From an optimization exercise on the open Yosys and OpenROAD flow, aimed at small area and a short achievable clock period; shortcuts taken in it are not production practice.
Only simulation tests tie the RTL to the original design; equivalence was not proved.
Power is estimated from default activity; no workload was simulated. The clock port is modelled as an ideal driver; clocking choices that lean on that would not hold on a real chip.

==> design.v <==
module mux2i_gate (
    input  logic s,
    input  logic a0,
    input  logic a1,
    output logic y
);
    assign y = ~(s ? a1 : a0);
endmodule
module predecoder (
    input  logic       test,
    input  logic [5:0] k,          
    input  logic [5:0] address,
    input  logic       en,
    output logic [7:0] lo_n,       
    output logic [7:0] hi_n        
);
    logic [5:0] a, a_n;
    for (genvar i = 0; i < 6; i++) begin : g_a
        mux2i_gate m (.s(test), .a0(address[i]), .a1(k[i]), .y(a_n[i]));
        inv_gate   n (.a(a_n[i]), .y(a[i]));
    end
    for (genvar i = 0; i < 8; i++) begin : g_l
        nand3_gate l (
            .a(i[0] ? a[0] : a_n[0]),
            .b(i[1] ? a[1] : a_n[1]),
            .c(i[2] ? a[2] : a_n[2]),
            .y(lo_n[i])
        );
        nand4_gate h (
            .a(en),
            .b(i[0] ? a[3] : a_n[3]),
            .c(i[1] ? a[4] : a_n[4]),
            .d(i[2] ? a[5] : a_n[5]),
            .y(hi_n[i])
        );
    end
endmodule
module rdwr (
    input  logic test,
    input  logic k6,
    input  logic csin,
    input  logic rwbarin,
    output logic rd,
    output logic wr,
    output logic wrt_n,    
    output logic wrn_n,    
    output logic idle_n    
);
    assign rd   = test ? k6 : (csin & rwbarin);
    assign wrt_n  = ~(test & ~k6);
    assign wrn_n  = ~(~test & csin & ~rwbarin);
    assign wr   = test ? ~k6 : (csin & ~rwbarin);
    assign idle_n = test | csin;
endmodule
module pattern (
    input  logic [2:0] k,
    output logic [7:0] pat,
    output logic [7:0] pat_n
);
    assign pat_n = ~pat;
    always_comb begin
        case (k)
            3'd0: pat = 8'hAA;
            3'd1: pat = 8'h55;
            3'd2: pat = 8'hF0;
            3'd3: pat = 8'h0F;
            3'd4: pat = 8'h00;
            3'd5: pat = 8'hFF;
            3'd6: pat = 8'hCC;
            default: pat = 8'h33;
        endcase
    end
endmodule
module dinmux (
    input  logic       test,
    input  logic [7:0] pat,
    input  logic [7:0] datain,
    output logic [7:0] din_n
);
    for (genvar b = 0; b < 8; b++) begin : g_b
        mux2i_gate m (.s(test), .a0(datain[b]), .a1(pat[b]), .y(din_n[b]));
    end
endmodule
module decoder (
    input  logic        test,
    input  logic [6:0]  k,         
    input  logic        csin,
    input  logic        rwbarin,
    input  logic [5:0]  address,
    output logic        wrt_n,     
    output logic        wrn_n,     
    output logic        idle_n,    
    output logic [63:0] rsel_n,    
    output logic [63:0] we         
);
    logic       rd, wr;
    logic [7:0] lor_n, low_n, hir_n, hiw_n, lor, hir;
    rdwr rw (.test(test), .k6(k[6]), .csin(csin), .rwbarin(rwbarin),
             .rd(rd), .wr(wr), .wrt_n(wrt_n), .wrn_n(wrn_n), .idle_n(idle_n));
    predecoder pr (.test(test), .k(k[5:0]), .address(address), .en(rd),
                   .lo_n(lor_n), .hi_n(hir_n));
    predecoder pw (.test(test), .k(k[5:0]), .address(address), .en(wr),
                   .lo_n(low_n), .hi_n(hiw_n));
    for (genvar i = 0; i < 8; i++) begin : g_i
        inv_gate u_l (.a(lor_n[i]), .y(lor[i]));
        inv_gate u_h (.a(hir_n[i]), .y(hir[i]));
    end
    for (genvar w = 0; w < 64; w++) begin : g_w
        nand2_gate u_r (.a(hir[w / 8]), .b(lor[w % 8]), .y(rsel_n[w]));
        nor2_gate u_w (.a(hiw_n[w / 8]), .b(low_n[w % 8]), .y(we[w]));
    end
endmodule
module nand4_gate (
    input  logic a, b, c, d,
    output logic y
);
    assign y = ~(a & b & c & d);
endmodule
module nand3_gate (
    input  logic a, b, c,
    output logic y
);
    assign y = ~(a & b & c);
endmodule
module nand2_gate (
    input  logic a, b,
    output logic y
);
    assign y = ~(a & b);
endmodule
module nor2_gate (
    input  logic a,
    input  logic b,
    output logic y
);
    assign y = ~(a | b);
endmodule
module oai22_gate (
    input  logic a1, a2, b1, b2,
    output logic y
);
    assign y = ~((a1 | a2) & (b1 | b2));
endmodule
module inv_gate (
    input  logic a,
    output logic y
);
    assign y = ~a;
endmodule
module multiplexer (
    input  logic [63:0] d_n,       
    input  logic [63:0] rsel_n,
    input  logic        pat_n,
    input  logic        wrt_n,
    input  logic        datain_n,
    input  logic        wrn_n,
    input  logic        q_n,       
    input  logic        idle_n,
    output logic        out
);
    logic [66:0] s_n, v_n;
    assign s_n = {idle_n, wrn_n, wrt_n, rsel_n};
    assign v_n = {q_n, datain_n, pat_n, d_n};
    logic [33:0] t;      
    for (genvar i = 0; i < 33; i++) begin : g_t
        oai22_gate u (
            .a1(s_n[2*i]),   .a2(v_n[2*i]),
            .b1(s_n[2*i+1]), .b2(v_n[2*i+1]),
            .y(t[i])
        );
    end
    nor2_gate g_t33 (.a(s_n[66]), .b(v_n[66]), .y(t[33]));
    logic [16:0] x_n;    
    for (genvar i = 0; i < 17; i++) begin : g_x
        nor2_gate g (.a(t[2*i]), .b(t[2*i+1]), .y(x_n[i]));
    end
    logic [4:0] u;       
    for (genvar i = 0; i < 3; i++) begin : g_u
        nand4_gate g (.a(x_n[4*i]), .b(x_n[4*i+1]), .c(x_n[4*i+2]), .d(x_n[4*i+3]), .y(u[i]));
    end
    nand3_gate g_u3 (.a(x_n[12]), .b(x_n[13]), .c(x_n[14]), .y(u[3]));
    nand2_gate g_u4 (.a(x_n[15]), .b(x_n[16]), .y(u[4]));
    logic [2:0] y_n;     
    nor2_gate g_y0 (.a(u[0]), .b(u[1]), .y(y_n[0]));
    nor2_gate g_y1 (.a(u[2]), .b(u[3]), .y(y_n[1]));
    inv_gate  g_y2 (.a(u[4]), .y(y_n[2]));
    nand3_gate g_out (.a(y_n[0]), .b(y_n[1]), .c(y_n[2]), .y(out));
endmodule
module dout_gate (
    input  logic t,
    input  logic n,
    input  logic csin,
    input  logic rwbarin,
    output logic y
);
    assign y = t | (n & csin & rwbarin);
endmodule
module bist #(
    parameter size   = 6,
    parameter length = 8
) (
    input  logic             clk,
    input  logic             rst,
    input  logic             start,
    input  logic             csin,
    input  logic             rwbarin,
    input  logic             opr,
    input  logic [size-1:0]  address,
    input  logic [length-1:0] datain,
    output logic [length-1:0] dataout,
    output logic              fail
);
    logic       test;
    logic [9:0] k;
    always_ff @(posedge clk) begin
        if (rst)
            test <= 1'b0;
        else if (!test)
            test <= start;
        else if (&k)
            test <= 1'b0;
        k <= test ? k + 10'd1 : 10'd0;
    end
    logic [7:0] pat, pat_n;
    pattern pgen (.k(k[9:7]), .pat(pat), .pat_n(pat_n));
    logic        wrt_n, wrn_n, idle_n;
    logic [63:0] rsel_n, we;
    logic [7:0]  din_n;
    decoder dec (
        .test    (test),
        .k       (k[6:0]),
        .csin    (csin),
        .rwbarin (rwbarin),
        .address (address),
        .wrt_n   (wrt_n),
        .wrn_n   (wrn_n),
        .idle_n  (idle_n),
        .rsel_n  (rsel_n),
        .we      (we)
    );
    dinmux dmux (.test(test), .pat(pat), .datain(datain), .din_n(din_n));
    logic [7:0] mem_n [0:63];
    always_ff @(posedge clk)
        for (int w = 0; w < 64; w++)
            if (we[w])
                mem_n[w] <= din_n;
    logic [7:0] datain_n, rdata, rdata_n, rdata_nx;
    assign rdata_n = ~rdata;
    for (genvar b = 0; b < 8; b++) begin : g_rd
        logic [63:0] col_n;
        for (genvar w = 0; w < 64; w++) begin : g_w
            assign col_n[w] = mem_n[w][b];
        end
        inv_gate ui (.a(datain[b]), .y(datain_n[b]));
        multiplexer mux (
            .d_n      (col_n),
            .rsel_n   (rsel_n),
            .pat_n    (pat_n[b]),
            .wrt_n    (wrt_n),
            .datain_n (datain_n[b]),
            .wrn_n    (wrn_n),
            .q_n      (rdata_n[b]),
            .idle_n   (idle_n),
            .out      (rdata_nx[b])
        );
    end
    always_ff @(posedge clk)
        rdata <= rdata_nx;
    logic [7:0] rdata_t, rdata_i;
    assign rdata_t = rdata & {8{test & k[6]}};
    assign rdata_i = rdata & {8{~test}};
    for (genvar b = 0; b < 8; b++) begin : g_out
        dout_gate u (.t(rdata_t[b]), .n(rdata_i[b]), .csin(csin), .rwbarin(rwbarin),
                     .y(dataout[b]));
    end
    always_ff @(posedge clk)
        fail <= test && k[6] && opr && (rdata != pat);
endmodule
==> run.sh <==
#!/bin/bash
# synth_recipe.tcl (not shown) runs the flow's synth.tcl, then flattens the netlist and writes it again
# the make line also repeats each setting of config.mk as NAME=value (left out here)
make -C /OpenROAD-flow-scripts/flow DESIGN_CONFIG=/design/flow/config.mk WORK_HOME=/design/flow/orfs CLKGATE_MAP_FILE= SYNTH_SCRIPT=/design/flow/synth_recipe.tcl finish
==> config.mk <==
export PLATFORM = sky130hd
export DESIGN_NAME = bist
export DESIGN_NICKNAME = bist
export VERILOG_FILES = /design/flow/design.v
export SDC_FILE = /design/flow/constraint.sdc
export NUM_CORES = 4
export LEC_CHECK = 0
export CAP_MARGIN = 20
export CORE_MARGIN = 2
export CORE_UTILIZATION = 40
export CTS_CLUSTER_DIAMETER = 100
export CTS_CLUSTER_SIZE = 30
export SETUP_SLACK_MARGIN = 2.7
export SLEW_MARGIN = 20
export SYNTH_HIERARCHICAL = 1
==> constraint.sdc <==
create_clock -name core_clock -period 5.5 [get_ports {clk}]
set_input_delay 1.1000 -clock core_clock [delete_from_list [all_inputs] [get_ports {clk}]]
set_output_delay 1.1000 -clock core_clock [all_outputs]
set_load 0.01 [all_outputs]
==> reports/metrics.cfg, run 1 <==
[status]
status = complete, no violations

[sta]
slew_headroom_pct = 39.38
fin_crit_sh_pct = 51.39
tns_ns = 0
fin_ws_ns = 2.674
maxSlewViolCount = 0
finClkSkew_ns = 0.02013
hold_slack_ns = 0.5489
final_hold_viol_count = 0
finalCriticalPeriod_ns = 2.826
worstMarginPinSlew_ns = 0.9093
rsz0062_at_grt = no
setup_viol = 0
max_freq_mhz = 353.8

[power_and_ir_drop]
power.leakage_nw = 7.172
power.switching_w = 0.001485
ir_drop_v = 0.0002103
p_comb_share_pct = 6.7
power.density_nw_per_um2 = 295.0
p_int_w = 0.005359
pwr-share-clk_pct = 27.4
pwr-share-seq_pct = 65.9
p_total_w = 0.006844
swShare_pct = 21.70

[route]
drtIter0Drc = 1452
vias = 12230
drc_errors = 0
routed_wl_um = 51820
viasPerCell = 5.776
firstDrtPassIters = 5
ant_nets = 0
drt-wirelength-per-cell_um = 24.47

[synth]
syn_nets = 1362
synthTopCellsByCount = edfxtp_1 (512), o22ai_1 (264), nor2_1 (247), nand2_1 (78), inv_1 (57)
synth_cell_types = 32
synth_top_flop_cell = edfxtp_1
netlist_area_sq_um = 20000
yosysWarnings = 9
synth_top_area_share_pct = 76.86
synthTopCellsByArea = edfxtp_1 (77%), o22ai_1 (8.3%), nor2_1 (4.6%), dfxtp_1 (2.0%), nand2_1 (1.5%)
avgSynthCellArea_sq_um = 14.92
ys_ff_latch = 532
synth_area_leader_cell = edfxtp_1
ys_seq_area_share_pct = 78.86
syn_inst = 1341
synth-edff-count = 512
synthArstFlopShare_pct = 0
yosysMostFrequentCell = edfxtp_1

[setup_path]
r2r-start = test
rr_worst_depth = 12
worstPathArrival_ns = 3.28
endpoint_kind = register
critical_path_class = in2reg
start_kind = primary input
path_cells = dlygate4sd2_1 -> mux2i_4 -> buf_12 -> nand3_1 -> clkinvlp_4 -> buf_12 -> nand2_2 -> o22ai_1 -> nor2_1 -> nand4_1 -> nor2_2 -> nand3_1
critPathMaxStageDelay_ns = 0.31
path_max_fanout = 8
critPathLaunch = address[2]
slowest_stage = dlygate4sd2_1
worstPathRequired_ns = 5.95

[finish]
area_growth_pct = 15.97
drive_gt1_share_pct = 18.09
finalNetCount = 1461
post-route-util_pct = 47.20
antennaDiodeCount = 0

[grt]
grt_pass1_wl_um = 76070
grt_antenna_before_repair = 0
grt_overflow_total = 0
grt_pass1_vias = 11950
track_usage_pct = 20.06
grt_max_degree = 65

[clocking]
cts_buffer_depth = 3
clock_latency_ns = 0.57
cts_made_buffers = 21
htreeDepth = 1
clkTransAtPathRegs_ns = 0.11
cts-root-buf = clkbuf_16
cts_hold_buf = 0
clkSinkCount = 532
cts_tree = done

[floorplanning]
die-area_sq_um = 51820
die_h_um = 227.6
die_w_um = 227.6
rows = 81
pin_count = 29
initial_core_util_pct = 40.70
core_region_area_sq_um = 49150

[place]
gp_congestion = 0.8666
pre_cts_slack_ns = 1.412
dp_hpwl_um = 31630
io_buffers = 28

[flow_run]
maxCapViolations = 0

[worst_hold_path]
hp-class = reg2reg
hp-start = k[6]
hold_depth = 2

[state kept, by name, summed over array words and instances, names as in the netlist]
signal / cells
test: 1
k: 10
fail: 1
rdata: 8
mem_n: 512
[worst paths after layout]
path	endpoint	slack, ns
worst min register to register	fail	0.55
worst max register to register	rdata[5]	2.82
worst min-delay path	fail	0.55
worst max-delay path	rdata[5]	2.67
[worst max-delay path, delay by kind of cell]
kind / cells / cell delay, ns
compound gates: 1 / 0.11
mux: 1 / 0.13
buf+inv: 4 / 0.76
simple gates: 6 / 1.17
[cells by family (layout without fill, tap and decap cells)]
| kind of cell | count (synthesis) | count (layout) | synth area share [%] |
|---|---|---|---|
| DFF | 532 | 532 | 78.86 |
| and+or+nand+nor | 421 | 421 | 8.932 |
| buffers and inverters | 62 | 174 | 1.207 |
| xor gates and xnor gates | 23 | 23 | 1.045 |
| muxes | 21 | 22 | 1.051 |
| AOI/OAI and AO/OA | 281 | 281 | 8.844 |
| adders and majority gates | 1 | 1 | 0.06254 |
[area by class of cell]
class	instances	area, sq um
flip-flops and latches	532	15780
fillers	4163	25950
clock inverters	1	8.758
multi-input cells	748	4821
well taps	664	830.8
inverters	58	262.8
repair buffers	79	912.1
clock buffers	36	581.8
[per-layer routing]
metal,routed length (um),GRT usage [%]
met1,21650,28.33
met2,23990,32.25
met3,4467,2.815
met4,1706,6.620
met5,0,0
[per-module statistics from Yosys, one instance, submodules excluded, a selection]
module	flops+latches	cells	cell area, sq um	times used
bist	532	608	16190	1
dout_gate	0	1	8.758	8
inv_gate	0	1	3.754	44
mux2i_gate	0	1	10.01	20
nand2_gate	0	1	3.754	72
nand4_gate	0	1	6.256	40
nor2_gate	0	1	3.754	224
oai22_gate	0	1	6.256	264
pattern	0	22	163.9	1
rdwr	0	7	43.79	1
[power groups by stage]
stage	Sequential, W	Combinational, W	Clock (W)
after floorplan	0.00460	0.000155	0
after global placement	0.00460	0.000342	0
after detailed placement	0.00460	0.000353	0
after CTS	0.00451	0.000439	0.00192
after global routing	0.00451	0.000482	0.00205
final	0.00451	0.000461	0.00188
[per-stage QoR]
step	instance area, sq um	std cells
2_1_floorplan	20030	1341
3_3_place_gp	21310	2039
3_5_place_dp	21380	2042
4_1_cts	23050	2114
5_1_grt	23200	2118
6_report	23200	2118
[timing repair]
item,CTS,global route
gates resized for setup,222,45
cloned,2,0
pin swaps,12,15
setup buffers,33,3
endpoints found under the setup margin,566,140
[cell usage in the layout, fill, tap and decap left out, types with 3 or more instances in the layout]
| cell | synthesis | layout |
|---|---|---|
| nand2_1 | 78 | 30 |
| clkbuf_1 | 2 | 15 |
| nand2_2 | 1 | 33 |
| nand4_1 | 42 | 42 |
| nor2_1 | 247 | 170 |
| clkdlybuf4s50_1 | 0 | 12 |
| nand2_4 | 0 | 16 |
| mux2i_4 | 0 | 14 |
| nand3_2 | 0 | 5 |
| clkbuf_16 | 0 | 21 |
| xor2_1 | 10 | 10 |
| buf_12 | 0 | 16 |
| inv_1 | 57 | 41 |
| edfxtp_1 | 512 | 512 |
| dlygate4sd2_1 | 0 | 5 |
| buf_16 | 0 | 3 |
| clkbuf_2 | 0 | 8 |
| dfxtp_1 | 20 | 17 |
| buf_4 | 0 | 31 |
| mux2i_1 | 21 | 4 |
| nand3_1 | 36 | 23 |
| nand3_4 | 0 | 8 |
| clkinvlp_4 | 0 | 12 |
| mux2i_2 | 0 | 4 |
| nor2_2 | 0 | 54 |
| nor2_4 | 0 | 23 |
| a31o_1 | 8 | 8 |
| xnor2_1 | 12 | 12 |
| a21oi_1 | 4 | 4 |
| inv_2 | 0 | 4 |
| o21ai_0 | 4 | 4 |
| nand2b_1 | 3 | 3 |
| nor3_1 | 3 | 3 |
| o22ai_1 | 264 | 264 |
==> run 2: changes to the inputs <==
==> flow/run.sh (new file) <==
#!/bin/bash
# The standard layout (standard.sh), with plain buffers on the ports instead of
# the delay cells buffer_ports picks by default, and no dummy clock loads in CTS.
set -euo pipefail
export BUFFER_PORTS_ARGS="-buffer_cell sky130_fd_sc_hd__buf_2"
export CTS_ARGS="-sink_clustering_enable -repair_clock_nets -sink_clustering_size 30 -sink_clustering_max_diameter 100 -dont_use_dummy_load"
bash standard.sh > standard.log 2>&1
==> standard.sh (new file) <==
#!/bin/bash
# synth_recipe.tcl (not shown) runs the flow's synth.tcl, then flattens the netlist and writes it again
# the make line also repeats each setting of config.mk as NAME=value (left out here)
make -C /OpenROAD-flow-scripts/flow DESIGN_CONFIG=/design/flow/config.mk WORK_HOME=/design/flow/orfs CLKGATE_MAP_FILE= SYNTH_SCRIPT=/design/flow/synth_recipe.tcl "${@:-finish}"
--- a/config.mk
+++ b/config.mk
@@ -8,8 +8,6 @@
 export CAP_MARGIN = 20
 export CORE_MARGIN = 2
 export CORE_UTILIZATION = 40
-export CTS_CLUSTER_DIAMETER = 100
-export CTS_CLUSTER_SIZE = 30
-export SETUP_SLACK_MARGIN = 2.7
+export SETUP_SLACK_MARGIN = 2.9
 export SLEW_MARGIN = 20
 export SYNTH_HIERARCHICAL = 1
removed: run.sh
==> reports/metrics.cfg, run 2 <==
[grt]
grt_overflow_total = 0  ; unchanged
grt_pass1_wl_um = 75900  ; -0.23%
track_usage_pct = 20.06  ; about the same
grt_max_degree = 65  ; unchanged
grt_pass1_vias = 11780  ; -1.5%
grt_antenna_before_repair = 0  ; unchanged

[clocking]
cts_buffer_depth = 3  ; unchanged
htreeDepth = 1  ; unchanged
cts_made_buffers = 21  ; unchanged
cts_tree = done
cts-root-buf = clkbuf_16
clock_latency_ns = 0.57  ; about the same
clkTransAtPathRegs_ns = 0.12  ; about the same
clkSinkCount = 532  ; unchanged

[finish]
final_common_cell = edfxtp_1
drive_gt1_share_pct = 22.69  ; +4.6 points
area_growth_pct = 18.56
finalNetCount = 1473  ; +0.82%
fin_cells = 2114  ; -0.19%
reg_top3 = mem_n: 512 flops, k: 10 flops, rdata: 8 flops
top_register = mem_n
largest_reg_flops = 512  ; unchanged
antennaDiodeCount = 0  ; unchanged
post-route-util_pct = 48.25  ; +1.1 points
final_cell_mix = edfxtp_1 (512), o22ai_1 (244), nor2_1 (162)

[route]
firstDrtPassIters = 5  ; unchanged
ant_nets = 0  ; unchanged
routed_wl_um = 53190  ; +2.6%
drtIter0Drc = 1395  ; -3.9%
vias = 12340  ; +0.88%
viasPerCell = 5.838  ; +1.1%
drc_errors = 0  ; unchanged
drt-wirelength-per-cell_um = 25.16  ; +2.8%

[synth]
syn_nets = 1362  ; unchanged
synth_cell_types = 32  ; unchanged
avgSynthCellArea_sq_um = 14.92  ; unchanged
synth_top_flop_cell = edfxtp_1
synthArstFlopShare_pct = 0  ; unchanged
synth_top_area_share_pct = 76.86  ; unchanged
yosysWarnings = 9  ; unchanged
synth-edff-count = 512  ; unchanged
netlist_area_sq_um = 20000  ; unchanged
ys_ff_latch = 532  ; unchanged
syn_inst = 1341  ; unchanged
ys_seq_area_share_pct = 78.86  ; unchanged
synthTopCellsByCount = edfxtp_1 (512), o22ai_1 (264), nor2_1 (247), nand2_1 (78), inv_1 (57)
yosysMostFrequentCell = edfxtp_1
synthTopCellsByArea = edfxtp_1 (77%), o22ai_1 (8.3%), nor2_1 (4.6%), dfxtp_1 (2.0%), nand2_1 (1.5%)
synth_area_leader_cell = edfxtp_1

[setup_path]
path_cells = buf_12 -> buf_6 -> buf_6 -> nand2_4 -> o21ai_4 -> nand4_1 -> bufinv_16 -> nand2_8 -> o22ai_1 -> nor2_1 -> nand4_1 -> nor2_2 -> nand3_1
worstPathArrival_ns = 3.28  ; about the same
start_kind = primary input
slowest_stage = bufinv_16
worstPathRequired_ns = 6.01  ; +0.06 ns
path_max_fanout = 8  ; unchanged
rr_worst_depth = 11  ; -1
critPathMaxStageDelay_ns = 0.37  ; +0.06 ns
path_depth = 13  ; +1
endpoint_kind = register
critPathBufInv = 4  ; unchanged
critical_path_class = in2reg
critical_path.top_delay_family = simple AND/OR/NAND/NOR gates

[sta]
slew_headroom_pct = 31.64  ; -7.7 points
fin_ws_ns = 2.736  ; +0.06209 ns
maxSlewViolCount = 0  ; unchanged
tns_ns = 0  ; unchanged
finalCriticalPeriod_ns = 2.764  ; -0.06209 ns
fin_crit_sh_pct = 50.26  ; -1.1 points
max_freq_mhz = 361.7  ; +2.2%
finClkSkew_ns = 0.02982  ; +0.009694 ns
setup_viol = 0  ; unchanged
worstMarginPinSlew_ns = 1.004  ; +0.09459 ns
final_hold_viol_count = 0  ; unchanged
rsz0062_at_grt = yes

[power_and_ir_drop]
ir_drop_v = 0.0002076  ; -1.3%
pwr-share-clk_pct = 26.7  ; -0.7 points
swShare_pct = 21.83  ; +0.13 points
power.switching_w = 0.001485  ; about the same
p_comb_share_pct = 7.0  ; +0.3 points
power.leakage_nw = 7.337  ; +2.3%
pwr-share-seq_pct = 66.3  ; +0.4 points
p_int_w = 0.005318  ; -0.76%
power.density_nw_per_um2 = 286.9  ; -2.8%

[floorplanning]
core_region_area_sq_um = 49150  ; unchanged
pin_count = 29  ; unchanged
initial_core_util_pct = 40.70  ; unchanged
die_h_um = 227.6  ; unchanged
die-area_sq_um = 51820  ; unchanged
die_w_um = 227.6  ; unchanged
rows = 81  ; unchanged

[place]
dp_cells = 2040  ; -0.098%
gp_congestion = 0.8502  ; -1.9%
pre_cts_slack_ns = 1.571  ; +0.1584 ns
dp_hpwl_um = 33800  ; +6.9%
io_buffers = 28  ; unchanged

[status]
status = complete, no violations

[worst_hold_path]
hold_depth = 2  ; unchanged
hp-class = reg2reg

[flow_run]
maxCapViolations = 0  ; unchanged

run 2: worst paths after layout:
check,endpoint,slack (ns),start
worst max-delay path,rdata[5],2.74,csin
worst min register to register,fail,0.53,k[6]
worst max register to register,rdata[5],2.86,test
worst min-delay path,fail,0.53,k[6]
run 2: modules after synthesis, one instance, submodules excluded, excerpt:
module,copies in the design,flops+latches,area (sq um)
mux2i_gate,20,0,10.01
bist,1,532,16190
nand4_gate,40,0,6.256
nor2_gate,224,0,3.754
inv_gate,44,0,3.754
oai22_gate,264,0,6.256
pattern,1,0,163.9
rdwr,1,0,43.79
run 2: final cells by class:
cell class | instances | area, sq um
clock buffers | 21 | 525.5
fillers | 4111 | 25440
inverters | 58 | 299.0
flip-flops and latches | 532 | 15780
multi-input cells | 748 | 5353
well taps | 664 | 830.8
repair buffers | 91 | 925.9
run 2: layer usage:
metal,up-vias,GRT usage (%),share of wire (%)
li1,5458,-,-
met1,6228,28.47,42
met2,584,31.28,46
met3,71,4.114,8.9
met4,0,6.156,2.9
met5,-,0,0
run 2: cell families after synthesis:
logic type / synth area share (%)
xor gates and xnor gates: 1.045
AOI/OAI and AO/OA: 8.844
buffers and inverters: 1.207
DFF: 78.86
and+or+nand+nor: 8.932
muxes: 1.051
adders and majority gates: 0.06254
run 2: per-stage QoR:
stage          hold WS, ns  cell area (sq um)  total power (W)
2_1_floorplan       0.4616              20060         0.004758
3_3_place_gp        0.4858              21150         0.004927
3_5_place_dp        0.4932              21180         0.004937
4_1_cts             0.5315              22900         0.006791
5_1_grt             0.5506              23720         0.006986
6_report            0.5322              23720         0.006803
run 2: power by group through the flow:
stage | Combinational [W] | Sequential [W] | Clock (W)
CTS | 0.000426 | 0.00451 | 0.00185
finish | 0.000476 | 0.00451 | 0.00182
detailed placement | 0.000330 | 0.00461 | 0
global placement | 0.000321 | 0.00461 | 0
floorplan | 0.000156 | 0.00460 | 0
global route | 0.000500 | 0.00451 | 0.00197
run 2: repair_timing:
item	CTS	global route
hold endpoints to repair	0	0
setup endpoints to repair	739	343
buffers inserted	39	11
gates cloned	2	1
hold buffers	0	0
resized for setup	200	141
pin swaps	16	30
run 2: worst min-delay path: stages, from the launching register on:
cell and delay (ns):
dfxtp_4 0.39, nand3_1 0.07, a21oi_1 0.04
==> run 3: changes to the inputs <==
--- a/config.mk
+++ b/config.mk
@@ -7,7 +7,8 @@
 export LEC_CHECK = 0
 export CAP_MARGIN = 20
 export CORE_MARGIN = 2
-export CORE_UTILIZATION = 40
+export CORE_UTILIZATION = 60
+export PLACE_DENSITY = 0.7
 export SETUP_SLACK_MARGIN = 2.9
 export SLEW_MARGIN = 20
 export SYNTH_HIERARCHICAL = 1
==> reports/metrics.cfg, run 3 <==
[grt]
grt_antenna_before_repair = 1  ; +1
grt_pass1_wl_um = 76020  ; +0.15%
grt_max_degree = 49  ; -25%
grt_pass1_vias = 12110  ; +2.9%
grt_overflow_total = 0  ; unchanged
track_usage_pct = 29.55  ; +9.5 points

[synth]
synth-edff-count = 512  ; unchanged
netlist_area_sq_um = 20000  ; unchanged
yosysWarnings = 9  ; unchanged
synthTopCellsByArea = edfxtp_1 (77%), o22ai_1 (8.3%), nor2_1 (4.6%), dfxtp_1 (2.0%), nand2_1 (1.5%)
synthArstFlopShare_pct = 0  ; unchanged
syn_inst = 1341  ; unchanged
synth_top_flop_cell = edfxtp_1
ys_ff_latch = 532  ; unchanged
synthTopCellsByCount = edfxtp_1 (512), o22ai_1 (264), nor2_1 (247), nand2_1 (78), inv_1 (57)
synth_cell_types = 32  ; unchanged
syn_nets = 1362  ; unchanged
synth_top_area_share_pct = 76.86  ; unchanged
ys_seq_area_share_pct = 78.86  ; unchanged
synth_area_leader_cell = edfxtp_1
avgSynthCellArea_sq_um = 14.92  ; unchanged
yosysMostFrequentCell = edfxtp_1

[setup_path]
endpoint_kind = register
critPathMaxStageDelay_ns = 0.39  ; +0.02 ns
path_cells = buf_12 -> buf_4 -> buf_8 -> buf_6 -> mux2i_4 -> nand4_1 -> inv_4 -> nand2_4 -> o22ai_1 -> nor2_1 -> nand4_1 -> nor2_4 -> nand3_2
critical_path_class = reg2reg
cp_common_cell = nand4_1
rr_worst_depth = 13  ; +2
path_max_fanout = 8  ; unchanged
slowest_stage = dfxtp_4
worstPathRequired_ns = 6.01  ; about the same
critPathBufInv = 5  ; +1
critical_path.top_delay_family = simple AND/OR/NAND/NOR gates
path_depth = 13  ; unchanged
worstPathArrival_ns = 3.34  ; +0.06 ns
start_kind = register

[finish]
final_cell_mix = edfxtp_1 (512), o22ai_1 (247), nor2_1 (147)
fin_cells = 1918  ; -9.3%
top_register = mem_n
area_growth_pct = 18.28
finalInstanceArea_sq_um = 23660  ; -0.24%
final_common_cell = edfxtp_1
reg_top3 = mem_n: 512 flops, k: 10 flops, rdata: 8 flops
largest_reg_flops = 512  ; unchanged
finalNetCount = 1498  ; +1.7%
drive_gt1_share_pct = 26.24  ; +3.5 points
n_fill_cell = 2024  ; -51%

[power_and_ir_drop]
ir_drop_v = 0.0002601  ; +25%
power.density_nw_per_um2 = 288.0  ; +0.41%
power.leakage_nw = 7.678  ; +4.6%

[clocking]
clock_latency_ns = 0.57  ; about the same
cts-root-buf = clkbuf_16
cts_tree = done
cts_made_buffers = 21  ; unchanged
cts_buffer_depth = 3  ; unchanged
clkTransAtPathRegs_ns = 0.11  ; about the same
htreeDepth = 1  ; unchanged
clkSinkCount = 532  ; unchanged
cts_hold_buf = 0  ; unchanged

[sta]
slew_headroom_pct = 45.86  ; +14 points
setup_viol = 0  ; unchanged
rsz0062_at_grt = yes
finClkSkew_ns = 0.01925  ; -0.01057 ns
max_freq_mhz = 353.8  ; -2.2%
maxSlewViolCount = 0  ; unchanged
fin_crit_sh_pct = 51.39  ; +1.1 points
final_hold_viol_count = 0  ; unchanged
worstMarginPinSlew_ns = 0.7963  ; -0.2076 ns
tns_ns = 0  ; unchanged
finalCriticalPeriod_ns = 2.827  ; +0.06222 ns

[floorplanning]
core_region_area_sq_um = 32700  ; -33%
die-area_sq_um = 34820  ; -33%
die_h_um = 186.6  ; -18%
pin_count = 29  ; unchanged
die_w_um = 186.6  ; -18%
initial_core_util_pct = 61.17  ; +20 points
rows = 66  ; -19%

[route]
vias = 12990  ; +5.3%
ant_nets = 0  ; unchanged
firstDrtPassIters = 6  ; +1
drt-wirelength-per-cell_um = 28.26  ; +12%
routed_wl_um = 54210  ; +1.9%
viasPerCell = 6.773  ; +16%
drc_errors = 0  ; unchanged
drtIter0Drc = 1902  ; +36%

[place]
place_area_sq_um = 20860  ; -1.5%
io_buffers = 28  ; unchanged
gp_congestion = 0.9111  ; +7.2%
dp_cells = 1816  ; -11%
dp_hpwl_um = 32060  ; -5.2%

[worst_hold_path]
hp-class = reg2reg
hold_depth = 2  ; unchanged

[flow_run]
maxCapViolations = 0  ; unchanged

[status]
status = complete, no violations

-- run 3: cell counts after synthesis --
Identical to the previous run, type by type.
-- run 3: layout make-up --
class | count | area, sq um | share of cell area, %
sequential | 532 | 15780 | 66.70
multi-input combinational | 751 | 5444 | 23.01
timing repair buffer | 113 | 1079 | 4.558
tap | 442 | 553.0 | 2.337
clock buffer | 21 | 525.5 | 2.221
inverter | 58 | 275.3 | 1.163
antenna | 1 | 2.502 | 0.01058
-- run 3: worst paths after layout --
kind / slack [ns] / to / start
setup reg to reg: 2.67 / rdata[0] / test
setup / recovery: 2.67 / rdata[0] / test
hold / removal: 0.54 / fail / k[6]
hold reg to reg: 0.54 / fail / k[6]
-- run 3: modules after synthesis, one instance, submodules excluded, excerpt --
module / cells inside / cell area [sq um] / flops+latches
nor2_gate: 1 / 3.754 / 0
oai22_gate: 1 / 6.256 / 0
dout_gate: 1 / 8.758 / 0
pattern: 22 / 163.9 / 0
nand2_gate: 1 / 3.754 / 0
bist: 608 / 16190 / 532
rdwr: 7 / 43.79 / 0
nand4_gate: 1 / 6.256 / 0
inv_gate: 1 / 3.754 / 0
mux2i_gate: 1 / 10.01 / 0
nand3_gate: 1 / 5.005 / 0
-- run 3: through the flow --
step | setup WS [ns] | utilization (%) | total power [W] | hold WS (ns)
6_report | 2.673 | 72.35 | 0.006815 | 0.5386
3_3_place_gp | 1.776 | 63.80 | 0.004916 | 0.4969
2_1_floorplan | 2.774 | - | 0.004758 | 0.4616
5_1_grt | 2.584 | 72.34 | 0.006969 | 0.5779
3_5_place_dp | 1.740 | 63.80 | 0.004923 | 0.4999
4_1_cts | 2.557 | 68.42 | 0.006722 | 0.5396
-- run 3: what timing repair did --
action                                  CTS  global route
cloned                                    2             2
endpoints found under the setup margin  828           656
resized for setup                       143           213
pin swaps                                17            68
setup buffers                            50            26
-- run 3: worst reg2reg max path: stages, from the launching register on --
cell,delay (ns)
dfxtp_4,0.39
buf_12,0.14
buf_4,0.12
buf_8,0.10
buf_6,0.10
mux2i_4,0.32
nand4_1,0.35
inv_4,0.35
nand2_4,0.13
o22ai_1,0.28
nor2_1,0.12
nand4_1,0.24
nor2_4,0.08
nand3_2,0.07
-- run 3: power by group --
group / internal, W / switching [W] / leakage, nW
clock network: 0.000692 / 0.00112 / 0.259
logic: 0.000144 / 0.000349 / 2.65
registers: 0.00449 / 0.0000250 / 4.77
-- run 3: cells by family (layout without fill, tap and decap cells) --
logic type | Yosys count | after routing | synth area share (%)
multiplexers | 21 | 25 | 1.051
AO/OA/AOI/OAI | 281 | 281 | 8.844
other | 0 | 1 | 0
XOR/XNOR | 23 | 23 | 1.045
adder cells (fa/ha/maj) | 1 | 1 | 0.06254
buffers and inverters | 62 | 192 | 1.207
AND/OR/NAND/NOR | 421 | 421 | 8.932
flip-flops | 532 | 532 | 78.86
-- run 3: metal layers --
metal / GRT usage [%] / part of all wire [%] / up-vias
met2: 46.30 / 47 / 782
met5: 0 / 0 / -
met1: 42.25 / 37 / 6499
li1: - / - / 5526
met4: 11.51 / 5.2 / 0
met3: 5.003 / 10 / 184
==> run 4: changes to the inputs <==
--- a/config.mk
+++ b/config.mk
@@ -7,8 +7,8 @@
 export LEC_CHECK = 0
 export CAP_MARGIN = 20
 export CORE_MARGIN = 2
-export CORE_UTILIZATION = 60
-export PLACE_DENSITY = 0.7
-export SETUP_SLACK_MARGIN = 2.9
+export CORE_UTILIZATION = 50
+export PLACE_DENSITY = 0.65
+export SETUP_SLACK_MARGIN = 3.1
 export SLEW_MARGIN = 20
 export SYNTH_HIERARCHICAL = 1
==> reports/metrics.cfg, run 4 <==
[route]
m1WireLength_um = 21530  ; +6.8%
drt-wirelength-per-cell_um = 28.21  ; -0.18%
drtIter0Drc = 1716  ; -9.8%
routed-wl-met2_um = 27190  ; +6.3%
drc_errors = 0  ; unchanged
vias = 13030  ; +0.32%
ant_nets = 0  ; unchanged
firstDrtPassIters = 7  ; +1
top_layer_used = met4
viasPerCell = 6.414  ; -5.3%
met3_length_um = 5827  ; +2.7%
routed_wl_um = 57330  ; +5.8%

[finish]
top_register = mem_n
reg_top3 = mem_n: 512 flops, k: 10 flops, rdata: 8 flops
final_cell_mix = edfxtp_1 (512), o22ai_1 (233), nor2_1 (141)
antennaDiodeCount = 0  ; -1
post-route-util_pct = 63.26  ; -9.1 points
finalNetCount = 1530  ; +2.1%
drive_gt1_share_pct = 30.13  ; +3.9 points
area_growth_pct = 25.36
largest_reg_flops = 512  ; unchanged
final_common_cell = edfxtp_1
finalInstanceArea_sq_um = 25080  ; +6.0%

[flow_run]
maxCapViolations = 0  ; unchanged

[setup_path]
path_max_fanout = 6  ; -2
critical_path_class = reg2out
rr_worst_depth = 14  ; +1
slowest_stage = dfxtp_4
start_kind = register
path_cells = buf_12 -> nand2_4 -> nor2_2 -> a31o_4 -> buf_6
worstPathRequired_ns = 4.40  ; -1.61 ns
path_depth = 5  ; -8
critPathBufInv = 2  ; -3
worstPathArrival_ns = 1.59  ; -1.75 ns
critPathMaxStageDelay_ns = 0.41  ; +0.02 ns
endpoint_kind = output pin
critical_path.top_delay_family = flip-flops

[place]
gp_congestion = 0.9509  ; +4.4%
pre_cts_slack_ns = 1.816  ; +0.07604 ns
dp_hpwl_um = 34010  ; +6.1%
place_area_sq_um = 21080  ; +1.0%
io_buffers = 28  ; unchanged

[clocking]
cts_tree = done
clkSinkCount = 532  ; unchanged
cts_buffer_depth = 3  ; unchanged
clkTransAtPathRegs_ns = 0.11  ; about the same
cts_made_buffers = 21  ; unchanged
clock_latency_ns = 0.55  ; -0.02 ns
cts-root-buf = clkbuf_16
htreeDepth = 1  ; unchanged

[sta]
final_hold_viol_count = 0  ; unchanged
max_freq_mhz = 371.5  ; +5.0%
maxSlewViolCount = 0  ; unchanged
slew_headroom_pct = 41.57  ; -4.3 points
setup_viol = 0  ; unchanged
tns_ns = 0  ; unchanged
worstMarginPinSlew_ns = 0.8702  ; +0.07389 ns
finalCriticalPeriod_ns = 2.692  ; -0.1347 ns
finClkSkew_ns = 0.01165  ; -0.007594 ns
rsz0062_at_grt = yes
fin_crit_sh_pct = 48.94  ; -2.4 points
fin_ws_ns = 2.808  ; +0.1347 ns
hold_slack_ns = 0.6253  ; +0.08674 ns

[worst_hold_path]
hold_depth = 1  ; -1
hp-class = reg2reg

[synth]
netlist_area_sq_um = 20000  ; unchanged
syn_inst = 1341  ; unchanged
synth-edff-count = 512  ; unchanged
avgSynthCellArea_sq_um = 14.92  ; unchanged
synth_area_leader_cell = edfxtp_1
synthTopCellsByCount = edfxtp_1 (512), o22ai_1 (264), nor2_1 (247), nand2_1 (78), inv_1 (57)
yosysWarnings = 9  ; unchanged
synthTopCellsByArea = edfxtp_1 (77%), o22ai_1 (8.3%), nor2_1 (4.6%), dfxtp_1 (2.0%), nand2_1 (1.5%)
synth_cell_types = 32  ; unchanged
synthArstFlopShare_pct = 0  ; unchanged
synth_top_flop_cell = edfxtp_1
synth_top_area_share_pct = 76.86  ; unchanged
yosysMostFrequentCell = edfxtp_1
syn_nets = 1362  ; unchanged
ys_ff_latch = 532  ; unchanged
ys_seq_area_share_pct = 78.86  ; unchanged

[grt]
grt_pass1_wl_um = 78420  ; +3.2%
grt_overflow_total = 0  ; unchanged
track_usage_pct = 25.90  ; -3.6 points
grt_antenna_before_repair = 1  ; unchanged
grt_max_degree = 65  ; +33%
grt_pass1_vias = 12010  ; -0.87%

[floorplanning]
die-area_sq_um = 41620  ; +20%
initial_core_util_pct = 50.46  ; -11 points
die_h_um = 204.0  ; +9.3%
die_w_um = 204.0  ; +9.3%
pin_count = 29  ; unchanged
rows = 73  ; +11%
core_region_area_sq_um = 39640  ; +21%

[power_and_ir_drop]
power.density_nw_per_um2 = 275.8  ; -4.2%
ir_drop_v = 0.0002072  ; -20%
power.leakage_nw = 7.944  ; +3.5%

[status]
status = complete, no violations

[run 4: area by class of cell]
type / instances / area (sq um)
timing repair buffer: 145 / 1642
tap: 525 / 656.9
fill: 2697 / 14560
multi-input combinational: 751 / 6125
clock buffer: 21 / 525.5
inverter: 58 / 339.1
sequential: 532 / 15790
[run 4: per-stage QoR]
stage          std cells  power [W]
6_report            2032   0.006917
5_1_grt             2032   0.007071
4_1_cts             1962   0.006780
3_5_place_dp        1901   0.004951
3_3_place_gp        1898   0.004938
2_1_floorplan       1341   0.004765
[run 4: cell families (layout without fill, tap and decap cells)]
logic type | count (synthesis) | after routing | synth area share (%)
XOR/XNOR | 23 | 23 | 1.045
multiplexers | 21 | 24 | 1.051
adder cells (fa/ha/maj) | 1 | 1 | 0.06254
AND/OR/NAND/NOR | 421 | 422 | 8.932
AO/OA/AOI/OAI | 281 | 281 | 8.844
flip-flops | 532 | 532 | 78.86
buffers and inverters | 62 | 224 | 1.207
[run 4: repair_timing]
| item | in CTS | in global routing |
|---|---|---|
| gates cloned | 3 | 5 |
| setup buffers | 37 | 65 |
| resized for setup | 226 | 283 |
| setup endpoints to repair | 822 | 646 |
| pin swaps | 16 | 94 |
| hold buffers | 0 | 0 |
[run 4: Yosys stat by module, one instance, submodules excluded, a selection]
module	flops+latches	cell area, sq um
pattern	0	163.9
nor2_gate	0	3.754
mux2i_gate	0	10.01
nand4_gate	0	6.256
rdwr	0	43.79
oai22_gate	0	6.256
inv_gate	0	3.754
bist	532	16190
nand2_gate	0	3.754
dout_gate	0	8.758
nand3_gate	0	5.005
[run 4: worst paths after layout]
check                           from    endpoint  slack (ns)
worst min-delay path            k[0]        k[0]        0.63
worst max register to register  test    rdata[7]        2.86
worst min register to register  k[0]        k[0]        0.63
worst max-delay path            test  dataout[4]        2.81
[run 4: worst register-to-register path: stages, from the launching register on]
cell,delay [ns]
dfxtp_4,0.41
buf_6,0.14
buf_16,0.14
mux2i_4,0.22
buf_6,0.15
nand4_1,0.17
clkinvlp_4,0.15
buf_12,0.18
nand2_8,0.12
buf_4,0.12
o22ai_2,0.08
nor2_2,0.15
nand4_1,0.26
nor2_1,0.19
nand3_1,0.08
[run 4: power breakdown]
group / total (W) / internal (W) / switching, W
sequential: 0.00452 / 0.00449 / 0.0000339
clock: 0.00182 / 0.000693 / 0.00112
combinational: 0.000575 / 0.000184 / 0.000391
total: 0.00692 / 0.00537 / 0.00155
[run 4: routing by layer]
layer,GRT usage [%],vias up
li1,-,5585
met1,35.81,6539
met2,41.08,767
met3,4.751,142
met4,10.35,0
met5,0,-
==> run 5: changes to the inputs <==
--- a/config.mk
+++ b/config.mk
@@ -9,6 +9,6 @@
 export CORE_MARGIN = 2
 export CORE_UTILIZATION = 50
 export PLACE_DENSITY = 0.65
-export SETUP_SLACK_MARGIN = 3.1
+export SETUP_SLACK_MARGIN = 2.8
 export SLEW_MARGIN = 20
 export SYNTH_HIERARCHICAL = 1
==> reports/metrics.cfg, run 5 <==
[synth]
netlist_area_sq_um = 20000  ; unchanged
ys_ff_latch = 532  ; unchanged
yosysMostFrequentCell = edfxtp_1
synth-edff-count = 512  ; unchanged
synth_compound_area_share_pct = 8.844  ; unchanged
avgSynthCellArea_sq_um = 14.92  ; unchanged
synthTopCellsByArea = edfxtp_1 (77%), o22ai_1 (8.3%), nor2_1 (4.6%), dfxtp_1 (2.0%), nand2_1 (1.5%)
synthAdderAreaFrac_pct = 0.06255  ; unchanged
synthMuxAreaShare_pct = 1.051  ; unchanged
synth_top_family_by_area = simple AND/OR/NAND/NOR gates
yosysWarnings = 9  ; unchanged
syn_inst = 1341  ; unchanged
syn_nets = 1362  ; unchanged
synth_area_leader_cell = edfxtp_1
synth_top_flop_cell = edfxtp_1
synthXorXnorAreaFrac_pct = 1.045  ; unchanged
ys_seq_area_share_pct = 78.86  ; unchanged
synthArstFlopShare_pct = 0  ; unchanged
synth_top_area_share_pct = 76.86  ; unchanged
synthTopCellsByCount = edfxtp_1 (512), o22ai_1 (264), nor2_1 (247), nand2_1 (78), inv_1 (57)
synth-simple-area-share_pct = 8.932  ; unchanged
synth_cell_types = 32  ; unchanged

[route]
drt-wirelength-per-cell_um = 25.81  ; -8.5%
vias = 12400  ; -4.8%
viasPerCell = 6.243  ; -2.7%
firstDrtPassIters = 5  ; -2
routed_wl_um = 51290  ; -11%
drc_errors = 0  ; unchanged
drtIter0Drc = 1852  ; +7.9%
ant_nets = 0  ; unchanged

[setup_path]
path_max_fanout = 8  ; +2
reg2reg_to = rdata[3]
endpoint_kind = register
worstPathArrival_ns = 3.29  ; +1.70 ns
rr_worst_depth = 15  ; +1
worst-r2r-setup-slack_ns = 2.63  ; -0.23 ns
start_kind = register
critical_path_class = reg2reg
r2r-start = test
worstPathRequired_ns = 5.93  ; +1.53 ns
critPathLaunch = test
crit_end = rdata[3]

[finish]
drive_gt1_share_pct = 24.01  ; -6.1 points
antennaDiodeCount = 0  ; unchanged
finalNetCount = 1485  ; -2.9%
largest_reg_flops = 512  ; unchanged
final_cell_mix = edfxtp_1 (512), o22ai_1 (256), nor2_1 (144)
reg_top3 = mem_n: 512 flops, k: 10 flops, rdata: 8 flops
area_growth_pct = 16.42
n_fill_cell = 2940  ; +9.0%
fin_cells = 1987  ; -2.2%
final_common_cell = edfxtp_1
finalInstanceArea_sq_um = 23290  ; -7.1%
top_register = mem_n

[place]
dp_hpwl_um = 31890  ; -6.2%
place_area_sq_um = 20950  ; -0.62%
dp_cells = 1899  ; -0.11%
io_buffers = 28  ; unchanged
gp_congestion = 0.9483  ; -0.27%

[grt]
grt_max_degree = 65  ; unchanged
grt_pass1_vias = 11690  ; -2.6%
grt_antenna_before_repair = 0  ; -1
grtUsageMet1_pct = 35.48  ; -0.33 points
grt_use_met2_pct = 36.02  ; -5.1 points
grt_overflow_total = 0  ; unchanged
grt_busiest_layer = met2
grt_pass1_wl_um = 73820  ; -5.9%
use_met3_pct = 5.835  ; +1.1 points
track_usage_pct = 24.17  ; -1.7 points

[sta]
max_freq_mhz = 348.9  ; -6.1%
fin_crit_sh_pct = 52.11  ; +3.2 points
rsz0062_at_grt = yes
setup_viol = 0  ; unchanged
tns_ns = 0  ; unchanged
finalCriticalPeriod_ns = 2.866  ; +0.1743 ns
worstMarginPinSlew_ns = 0.8024  ; -0.06783 ns
finClkSkew_ns = 0.02482  ; +0.01317 ns
slew_headroom_pct = 46.51  ; +4.9 points
final_hold_viol_count = 0  ; unchanged
maxSlewViolCount = 0  ; unchanged

[clocking]
cts-root-buf = clkbuf_16
cts_made_buffers = 21  ; unchanged
cts_buffer_depth = 3  ; unchanged
cts_hold_buf = 0  ; unchanged
clock_latency_ns = 0.56  ; about the same
clkTransAtPathRegs_ns = 0.11  ; about the same
clkSinkCount = 532  ; unchanged
cts_tree = done
htreeDepth = 1  ; unchanged

[power_and_ir_drop]
power.leakage_nw = 7.384  ; -7.0%
ir_drop_v = 0.0001766  ; -15%
power.density_nw_per_um2 = 290.6  ; +5.3%

[floorplanning]
pin_count = 29  ; unchanged
initial_core_util_pct = 50.46  ; unchanged
core_region_area_sq_um = 39640  ; unchanged
die-area_sq_um = 41620  ; unchanged
die_w_um = 204.0  ; unchanged
rows = 73  ; unchanged
die_h_um = 204.0  ; unchanged

[flow_run]
maxCapViolations = 0  ; unchanged

[status]
status = complete, no violations

[worst_hold_path]
hp-class = reg2reg

[run 5: cell counts after synthesis]
Identical to the previous run, type by type.
[run 5: routing by layer]
layer,wire (um),share of wire (%)
met3,5425,11
met4,1666,3.2
met2,22680,44
met5,0,0
met1,21520,42
[run 5: critical path, cell delays in order (launching register included)]
cell and delay, ns:
dfxtp_4 0.42, buf_8 0.12, buf_4 0.10, buf_6 0.10, buf_6 0.10, mux2i_4 0.27, inv_2 0.11, nand3_2 0.09
clkinvlp_4 0.26, buf_12 0.22, nand2_8 0.08, o22ai_2 0.08, nor2_1 0.09, nand4_1 0.32, nor2_2 0.28, nand3_1 0.09
[run 5: logic make-up (layout without fill, tap and decap cells)]
logic type / after synthesis / in the layout
and+or+nand+nor: 421 / 422
buffers and inverters: 62 / 182
DFF: 532 / 532
xor gates and xnor gates: 23 / 23
adders and majority gates: 1 / 1
muxes: 21 / 21
AOI/OAI and AO/OA: 281 / 281
[run 5: worst min-delay path by stage]
| stage | startpoint | endpoint | slack, ns | cells past startpoint |
|---|---|---|---|---|
| 2_1_floorplan | k[0] | k[0] | 0.46 | 1 |
| 3_3_place_gp | k[0] | k[0] | 0.50 | 1 |
| 3_5_place_dp | k[0] | k[0] | 0.49 | 1 |
| 4_1_cts | k[0] | k[0] | 0.56 | 1 |
| 5_1_grt | k[6] | fail | 0.63 | 2 |
| 6_report | k[0] | k[0] | 0.61 | 1 |
[run 5: final cells by class]
cell class | count | area [sq um] | share of cell area (%)
multi-input cells | 748 | 5097 | 21.89
repair buffers | 103 | 938.4 | 4.029
well taps | 525 | 656.9 | 2.821
clock buffers | 21 | 525.5 | 2.256
flip-flops and latches | 532 | 15780 | 67.77
inverters | 58 | 287.8 | 1.236
[run 5: timing repair]
| action | in CTS | in global routing |
|---|---|---|
| pin swaps | 13 | 54 |
| setup buffers | 39 | 26 |
| cloned | 2 | 0 |
| resized for setup | 158 | 154 |
| endpoints found under the setup margin | 651 | 258 |
[run 5: power by group]
part / internal, W / switching (W) / leakage (nW) / total (W)
sequential: 0.00449 / 0.0000301 / 4.77 / 0.00452
clock: 0.000692 / 0.00109 / 0.259 / 0.00178
combinational: 0.000133 / 0.000329 / 2.35 / 0.000462
total: 0.00532 / 0.00145 / 7.38 / 0.00677
[run 5: Yosys stat by module (local to each module, per instance), a selection]
module,flops+latches,cell area (sq um),times used
nand4_gate,0,6.256,40
nor2_gate,0,3.754,224
mux2i_gate,0,10.01,20
oai22_gate,0,6.256,264
rdwr,0,43.79,1
dout_gate,0,8.758,8
bist,532,16190,1
nand3_gate,0,5.005,32
pattern,0,163.9,1
inv_gate,0,3.754,44
nand2_gate,0,3.754,72
[run 5: per-stage QoR]
step | setup WS (ns) | hold WS, ns | utilization [%] | power (W)
final | 2.634 | 0.6068 | 58.75 | 0.006767
after global routing | 2.621 | 0.6277 | 58.75 | 0.006957
after CTS | 2.623 | 0.5580 | 56.43 | 0.006734
after detailed placement | 1.466 | 0.4950 | 52.84 | 0.004934
after global placement | 1.552 | 0.4991 | 52.84 | 0.004931
after floorplan | 2.774 | 0.4616 | - | 0.004756
==> run 6: changes to the inputs <==
--- a/flow/run.sh
+++ b/flow/run.sh
@@ -4,4 +4,5 @@
 set -euo pipefail
 export BUFFER_PORTS_ARGS="-buffer_cell sky130_fd_sc_hd__buf_2"
 export CTS_ARGS="-sink_clustering_enable -repair_clock_nets -sink_clustering_size 30 -sink_clustering_max_diameter 100 -dont_use_dummy_load"
+export RECOVER_POWER=100
 bash standard.sh > standard.log 2>&1
--- a/config.mk
+++ b/config.mk
@@ -9,6 +9,6 @@
 export CORE_MARGIN = 2
 export CORE_UTILIZATION = 50
 export PLACE_DENSITY = 0.65
-export SETUP_SLACK_MARGIN = 2.8
+export SETUP_SLACK_MARGIN = 2.9
 export SLEW_MARGIN = 20
 export SYNTH_HIERARCHICAL = 1
==> reports/metrics.cfg, run 6 <==
[grt]
grt_max_degree = 65  ; unchanged
track_usage_pct = 24.37  ; +0.20 points
grt_antenna_before_repair = 0  ; unchanged
grt_pass1_vias = 11570  ; -1.0%
grt_overflow_total = 0  ; unchanged
grt_pass1_wl_um = 74490  ; +0.91%

[sta]
slew_headroom_pct = -19.19  ; -66 points
tns_ns = 0  ; unchanged
finClkSkew_ns = 0.02929  ; +0.004474 ns
worstMarginPinSlew_ns = 1.738  ; +0.9358 ns
fin_crit_sh_pct = 69.35  ; +17 points
maxSlewViolCount = 163  ; +163
rsz0062_at_grt = yes
finalCriticalPeriod_ns = 3.814  ; +0.9481 ns
setup_viol = 0  ; unchanged
final_hold_viol_count = 0  ; unchanged
max_freq_mhz = 262.2  ; -25%

[clocking]
clkTransAtPathRegs_ns = 0.11  ; about the same
clock_latency_ns = 0.56  ; about the same
cts_buffer_depth = 3  ; unchanged
cts_tree = done
clkSinkCount = 532  ; unchanged
cts-root-buf = clkbuf_16
cts_made_buffers = 21  ; unchanged
cts_hold_buf = 0  ; unchanged
htreeDepth = 1  ; unchanged

[status]
so.violations = capacitance limit, slew limit
status = complete, but fails checks

[route]
vias = 12310  ; -0.74%
drc_errors = 0  ; unchanged
drt-wirelength-per-cell_um = 26.00  ; +0.71%
ant_nets = 0  ; unchanged
drtIter0Drc = 1475  ; -20%
routed_wl_um = 51160  ; -0.25%
viasPerCell = 6.256  ; +0.22%
firstDrtPassIters = 7  ; +2

[setup_path]
endpoint_kind = register
reg2reg_to = mem_n[36][3]
start_kind = register
rr_worst_depth = 4  ; -11
worst-r2r-setup-slack_ns = 1.69  ; -0.95 ns
worstPathRequired_ns = 5.81  ; -0.12 ns
critical_path_class = reg2reg
r2r-start = test
worstPathArrival_ns = 4.12  ; +0.83 ns
critPathLaunch = test
path_max_fanout = 48  ; +40

[synth]
yosysWarnings = 9  ; unchanged
synth_cell_types = 32  ; unchanged
synth-edff-count = 512  ; unchanged
syn_inst = 1341  ; unchanged
synthTopCellsByArea = edfxtp_1 (77%), o22ai_1 (8.3%), nor2_1 (4.6%), dfxtp_1 (2.0%), nand2_1 (1.5%)
ys_seq_area_share_pct = 78.86  ; unchanged
ys_ff_latch = 532  ; unchanged
synthArstFlopShare_pct = 0  ; unchanged
yosysMostFrequentCell = edfxtp_1
avgSynthCellArea_sq_um = 14.92  ; unchanged
synth_top_flop_cell = edfxtp_1
syn_nets = 1362  ; unchanged
synth_area_leader_cell = edfxtp_1
synthTopCellsByCount = edfxtp_1 (512), o22ai_1 (264), nor2_1 (247), nand2_1 (78), inv_1 (57)
netlist_area_sq_um = 20000  ; unchanged
synth_top_area_share_pct = 76.86  ; unchanged

[finish]
final_common_cell = edfxtp_1
area_growth_pct = 11.27
finalNetCount = 1466  ; -1.3%
drive_gt1_share_pct = 13.17  ; -11 points
top_register = mem_n
reg_top3 = mem_n: 512 flops, k: 10 flops, rdata: 8 flops
n_fill_cell = 3123  ; +6.2%
antennaDiodeCount = 0  ; unchanged
final_cell_mix = edfxtp_1 (512), o22ai_1 (264), nor2_1 (228)
largest_reg_flops = 512  ; unchanged
post-route-util_pct = 56.15  ; -2.6 points

[floorplanning]
initial_core_util_pct = 50.46  ; unchanged
die-area_sq_um = 41620  ; unchanged
die_w_um = 204.0  ; unchanged
die_h_um = 204.0  ; unchanged
rows = 73  ; unchanged
core_region_area_sq_um = 39640  ; unchanged
pin_count = 29  ; unchanged

[place]
gp_congestion = 0.9497  ; +0.15%
io_buffers = 28  ; unchanged
dp_hpwl_um = 31640  ; -0.80%

[worst_hold_path]
hp-class = reg2reg
hold_end = fail
hold_depth = 2  ; +1
hp-start = k[6]

[power_and_ir_drop]
ir_drop_v = 0.0002099  ; +19%
power.density_nw_per_um2 = 301.4  ; +3.7%
power.leakage_nw = 6.968  ; -5.6%

[flow_run]
maxCapViolations = 4  ; +4

-- run 6: what timing repair did --
action | CTS | global route
pin swaps | 11 | 13
gates resized for setup | 179 | 51
setup buffers | 33 | 13
gates cloned | 1 | 1
setup endpoints to repair | 778 | 125
-- run 6: layout make-up --
class / instances / area, sq um / area share [%]
timing repair buffer: 84 / 590.6 / 2.653
inverter: 58 / 257.7 / 1.158
multi-input combinational: 748 / 4451 / 19.99
tap: 525 / 656.9 / 2.951
sequential: 532 / 15780 / 70.88
clock buffer: 21 / 525.5 / 2.361
-- run 6: critical path, stage by stage, from the launching register on --
cell,delay (ns)
dfxtp_1,0.52
clkbuf_1,0.16
clkbuf_1,0.89
mux2i_1,1.46
buf_6,0.50
-- run 6: how the worst max path moves through the flow --
stage	endpoint	slack, ns	cells past startpoint
finish	mem_n[36][3]	1.69	4
global route	mem_n[9][3]	1.52	4
CTS	dataout[3]	2.63	5
detailed placement	rdata[7]	1.71	11
global placement	rdata[4]	1.75	11
floorplan	mem_n[0][0]	2.77	1
-- run 6: report_power, final --
part           leakage (nW)  internal [W]  total [W]  switching (W)
Combinational          1.94     0.0000982   0.000394       0.000296
Clock                 0.259      0.000692    0.00180        0.00111
Sequential             4.77       0.00449    0.00452      0.0000229
Total                  6.97       0.00528    0.00671        0.00143
-- run 6: metrics by stage --
stage	setup WS (ns)	area (sq um)	hold slack [ns]	power, W	std cells
3_5_place_dp	1.710	20970	0.5077	0.004922	1899
2_1_floorplan	2.774	20060	0.4616	0.004758	1341
5_1_grt	1.517	22260	0.5805	0.006883	1968
3_3_place_gp	1.754	20970	0.5018	0.004915	1899
6_report	1.686	22260	0.5454	0.006708	1968
4_1_cts	2.628	22450	0.5693	0.006724	1954
-- run 6: cell families (layout without fill, tap and decap cells) --
group | after synthesis | in the layout | synth area share [%]
muxes | 21 | 22 | 1.051
AOI/OAI and AO/OA | 281 | 281 | 8.844
and+or+nand+nor | 421 | 421 | 8.932
adders and majority gates | 1 | 1 | 0.06254
buffers and inverters | 62 | 163 | 1.207
xor gates and xnor gates | 23 | 23 | 1.045
DFF | 532 | 532 | 78.86
-- run 6: modules after synthesis (local to each module, per instance), a selection --
module	cells inside	times used	flops+latches
rdwr	7	1	0
oai22_gate	1	264	0
dout_gate	1	8	0
mux2i_gate	1	20	0
inv_gate	1	44	0
nor2_gate	1	224	0
pattern	22	1	0
nand3_gate	1	32	0
bist	608	1	532
nand4_gate	1	40	0
nand2_gate	1	72	0
-- run 6: metal layers --
| layer | GRT usage, % | routed length, um | vias to the layer above |
|---|---|---|---|
| met1 | 36.88 | 21410 | 6201 |
| met4 | 6.884 | 1317 | 0 |
| met5 | 0 | 0 | - |
| li1 | - | - | 5422 |
| met3 | 3.858 | 5195 | 72 |
| met2 | 36.97 | 23240 | 617 |
==> run 7: changes to the inputs <==
--- a/flow/run.sh
+++ b/flow/run.sh
@@ -4,5 +4,4 @@
 set -euo pipefail
 export BUFFER_PORTS_ARGS="-buffer_cell sky130_fd_sc_hd__buf_2"
 export CTS_ARGS="-sink_clustering_enable -repair_clock_nets -sink_clustering_size 30 -sink_clustering_max_diameter 100 -dont_use_dummy_load"
-export RECOVER_POWER=100
 bash standard.sh > standard.log 2>&1
==> reports/metrics.cfg, run 7 <==
[status]
status = complete, no violations

[setup_path]
worstPathRequired_ns = 4.40  ; -1.41 ns
start_kind = primary input
r2r-start = test
rr_worst_depth = 12  ; +8
path_depth = 3  ; -1
critPathMaxStageDelay_ns = 0.19  ; -1.27 ns
endpoint_kind = output pin
critical_path_class = in2out
worstPathArrival_ns = 1.59  ; -2.53 ns
slowest_stage = a31o_1
reg2reg_to = rdata[1]
path_max_fanout = 11  ; -77%
critical_path.top_delay_family = buffers and inverters
path_cells = clkbuf_4 -> a31o_1 -> buf_2
worst-r2r-setup-slack_ns = 2.84  ; +1.15 ns
critPathBufInv = 2  ; -1

[synth]
synth_top_family_by_area = simple AND/OR/NAND/NOR gates
synthTopCellsByCount = edfxtp_1 (512), o22ai_1 (264), nor2_1 (247), nand2_1 (78), inv_1 (57)
synth_top_area_share_pct = 76.86  ; unchanged
synth_compound_area_share_pct = 8.844  ; unchanged
synth_cell_types = 32  ; unchanged
ys_ff_latch = 532  ; unchanged
syn_inst = 1341  ; unchanged
ys_seq_area_share_pct = 78.86  ; unchanged
synth-simple-area-share_pct = 8.932  ; unchanged
synthArstFlopShare_pct = 0  ; unchanged
netlist_area_sq_um = 20000  ; unchanged
yosysWarnings = 9  ; unchanged
synthMuxAreaShare_pct = 1.051  ; unchanged
syn_nets = 1362  ; unchanged
synthTopCellsByArea = edfxtp_1 (77%), o22ai_1 (8.3%), nor2_1 (4.6%), dfxtp_1 (2.0%), nand2_1 (1.5%)
synth-edff-count = 512  ; unchanged
avgSynthCellArea_sq_um = 14.92  ; unchanged
synthAdderAreaFrac_pct = 0.06255  ; unchanged
synth_area_leader_cell = edfxtp_1
yosysMostFrequentCell = edfxtp_1
synthXorXnorAreaFrac_pct = 1.045  ; unchanged
synth_top_flop_cell = edfxtp_1

[finish]
area_growth_pct = 13.80
final_common_cell = edfxtp_1
finalInstanceArea_sq_um = 22770  ; +2.3%
final_cell_mix = edfxtp_1 (512), o22ai_1 (264), nor2_1 (161)
top_register = mem_n
largest_reg_flops = 512  ; unchanged
drive_gt1_share_pct = 20.37  ; +7.2 points
antennaDiodeCount = 0  ; unchanged
finalNetCount = 1466  ; unchanged
reg_top3 = mem_n: 512 flops, k: 10 flops, rdata: 8 flops

[clocking]
clkTransAtPathRegs_ns = 0.11  ; about the same
htreeDepth = 1  ; unchanged
cts_buffer_depth = 3  ; unchanged
clock_latency_ns = 0.56  ; about the same
cts-root-buf = clkbuf_16
cts_made_buffers = 21  ; unchanged
cts_tree = done
clkSinkCount = 532  ; unchanged

[power_and_ir_drop]
ir_drop_v = 0.0002168  ; +3.3%
power.switching_w = 0.001438  ; +0.93%
power.leakage_nw = 7.081  ; +1.6%
pwr-share-clk_pct = 26.6  ; -0.2 points
p_int_w = 0.005298  ; +0.28%
p_comb_share_pct = 6.4  ; +0.5 points
pwr-share-seq_pct = 67.0  ; -0.3 points
p_total_w = 0.006736  ; +0.42%
swShare_pct = 21.35  ; +0.11 points
power.density_nw_per_um2 = 295.9  ; -1.8%

[grt]
grt_pass1_wl_um = 74490  ; unchanged
grt_max_degree = 65  ; unchanged
grt_overflow_total = 0  ; unchanged
track_usage_pct = 24.37  ; unchanged
grt_pass1_vias = 11570  ; unchanged
grt_antenna_before_repair = 0  ; unchanged

[route]
ant_nets = 0  ; unchanged
viasPerCell = 6.309  ; +0.84%
drt-wirelength-per-cell_um = 25.92  ; -0.30%
vias = 12420  ; +0.84%
routed_wl_um = 51010  ; -0.30%
drtIter0Drc = 1427  ; -3.3%
firstDrtPassIters = 7  ; unchanged
drc_errors = 0  ; unchanged

[sta]
fin_crit_sh_pct = 48.88  ; -20 points
max_freq_mhz = 372.0  ; +42%
worstMarginPinSlew_ns = 1.087  ; -0.6511 ns
finalCriticalPeriod_ns = 2.688  ; -1.126 ns
tns_ns = 0  ; unchanged
finClkSkew_ns = 0.02749  ; -0.001804 ns
rsz0062_at_grt = yes
maxSlewViolCount = 0  ; -100%
hold_slack_ns = 0.5800  ; +0.03460 ns
setup_viol = 0  ; unchanged
fin_ws_ns = 2.812  ; +1.126 ns
final_hold_viol_count = 0  ; unchanged
slew_headroom_pct = 26.10  ; +45 points

[place]
pre_cts_slack_ns = 1.710  ; unchanged
dp_hpwl_um = 31640  ; unchanged
place_area_sq_um = 20970  ; unchanged
gp_congestion = 0.9497  ; unchanged
io_buffers = 28  ; unchanged

[floorplanning]
core_region_area_sq_um = 39640  ; unchanged
die_w_um = 204.0  ; unchanged
pin_count = 29  ; unchanged
die-area_sq_um = 41620  ; unchanged
initial_core_util_pct = 50.46  ; unchanged
die_h_um = 204.0  ; unchanged
rows = 73  ; unchanged

[worst_hold_path]
hold_end = fail
hp-start = k[6]
hp-class = reg2reg
hold_depth = 2  ; unchanged

[flow_run]
maxCapViolations = 0  ; -4

run 7: cell families (layout without fill, tap and decap cells):
kind of cell	count (synthesis)	count (layout)
multiplexers	21	22
adder cells (fa/ha/maj)	1	1
XOR/XNOR	23	23
AO/OA/AOI/OAI	281	281
flip-flops	532	532
AND/OR/NAND/NOR	421	421
buffers and inverters	62	163
run 7: tightest hold or removal path: stages, from the launching register on:
cell     delay, ns
dfxtp_2       0.40
nand3_1       0.10
a21oi_1       0.05
run 7: layout make-up:
class	instances	area, sq um
Sequential cell	532	15780
Clock buffer	21	525.5
Tap cell	525	656.9
Multi-Input combinational cell	748	4826
Fill cell	3019	16870
Timing Repair Buffer	84	718.2
Inverter	58	257.7
run 7: Yosys stat by module (local to each module, per instance), a selection:
module	cells inside	cell area, sq um	times used	flip-flops and latches
bist	608	16190	1	532
pattern	22	163.9	1	0
rdwr	7	43.79	1	0
mux2i_gate	1	10.01	20	0
dout_gate	1	8.758	8	0
nand4_gate	1	6.256	40	0
oai22_gate	1	6.256	264	0
nand3_gate	1	5.005	32	0
inv_gate	1	3.754	44	0
nand2_gate	1	3.754	72	0
nor2_gate	1	3.754	224	0
run 7: power groups by stage:
stage / Combinational [W] / Clock (W) / Sequential, W
final: 0.000428 / 0.00180 / 0.00451
after global routing: 0.000448 / 0.00195 / 0.00452
after CTS: 0.000390 / 0.00182 / 0.00451
after detailed placement: 0.000316 / 0 / 0.00461
after global placement: 0.000309 / 0 / 0.00461
after floorplan: 0.000156 / 0 / 0.00460
run 7: worst max-delay path by stage:
stage                        endpoint  slack [ns]  startpoint
after detailed placement     rdata[7]        1.71        csin
after global placement       rdata[4]        1.75        csin
after floorplan           mem_n[0][0]        2.77   datain[0]
after global routing       dataout[5]        2.77        test
after CTS                  dataout[3]        2.63        test
final                      dataout[3]        2.81        csin
run 7: what timing repair did:
item | CTS | global route
hold buffers | 0 | 0
gates cloned | 1 | 1
endpoints found under the setup margin | 778 | 125
pin swaps | 11 | 13
gates resized for setup | 179 | 51
buffers inserted | 33 | 13
run 7: per-layer routing:
metal	track usage (%)	up-vias	share of wire, %
met5	0	-	0
li1	-	5428	-
met4	6.884	0	2.8
met3	3.858	89	10
met1	36.88	6257	42
met2	36.97	642	45
run 7: per-stage QoR:
| stage | std cells | utilization, % |
|---|---|---|
| 6_report | 1968 | 57.43 |
| 5_1_grt | 1968 | 57.43 |
| 4_1_cts | 1954 | 56.62 |
| 3_5_place_dp | 1899 | 52.89 |
| 3_3_place_gp | 1899 | 52.89 |
| 2_1_floorplan | 1341 | - |

## what the ideal ports hide
No port has a modelled driver above. Below, the same layouts with a new extraction and two added sets of constraints.
Step 1: set_driving_cell puts a clkbuf_16 on clk and a buf_2 on each other input, an assumption about the parent block.
Step 2 times the ports against the registers' clock, not the clock port: input delays grow and output delays shrink by t, the midpoint of the rising clock arrivals with the driver on.
Slacks: ideal ports / drivers / drivers and shift; pairs: ideal ports / drivers.
| run | t, ns | setup WS [ns] |
|---|---|---|
| run 1 | 0.614 | 2.674 / 2.697 / 2.083 |
| run 2 | 0.608 | 2.736 / 2.721 / 2.120 |
| run 3 | 0.621 | 2.673 / 2.658 / 2.065 |
| run 4 | 0.599 | 2.808 / 2.732 / 2.244 |
| run 5 | 0.603 | 2.634 / 2.631 / 2.112 |
| run 6 | 0.599 | 1.686 / 1.686 / 1.686 |
| run 7 | 0.598 | 2.812 / 2.764 / 2.282 |
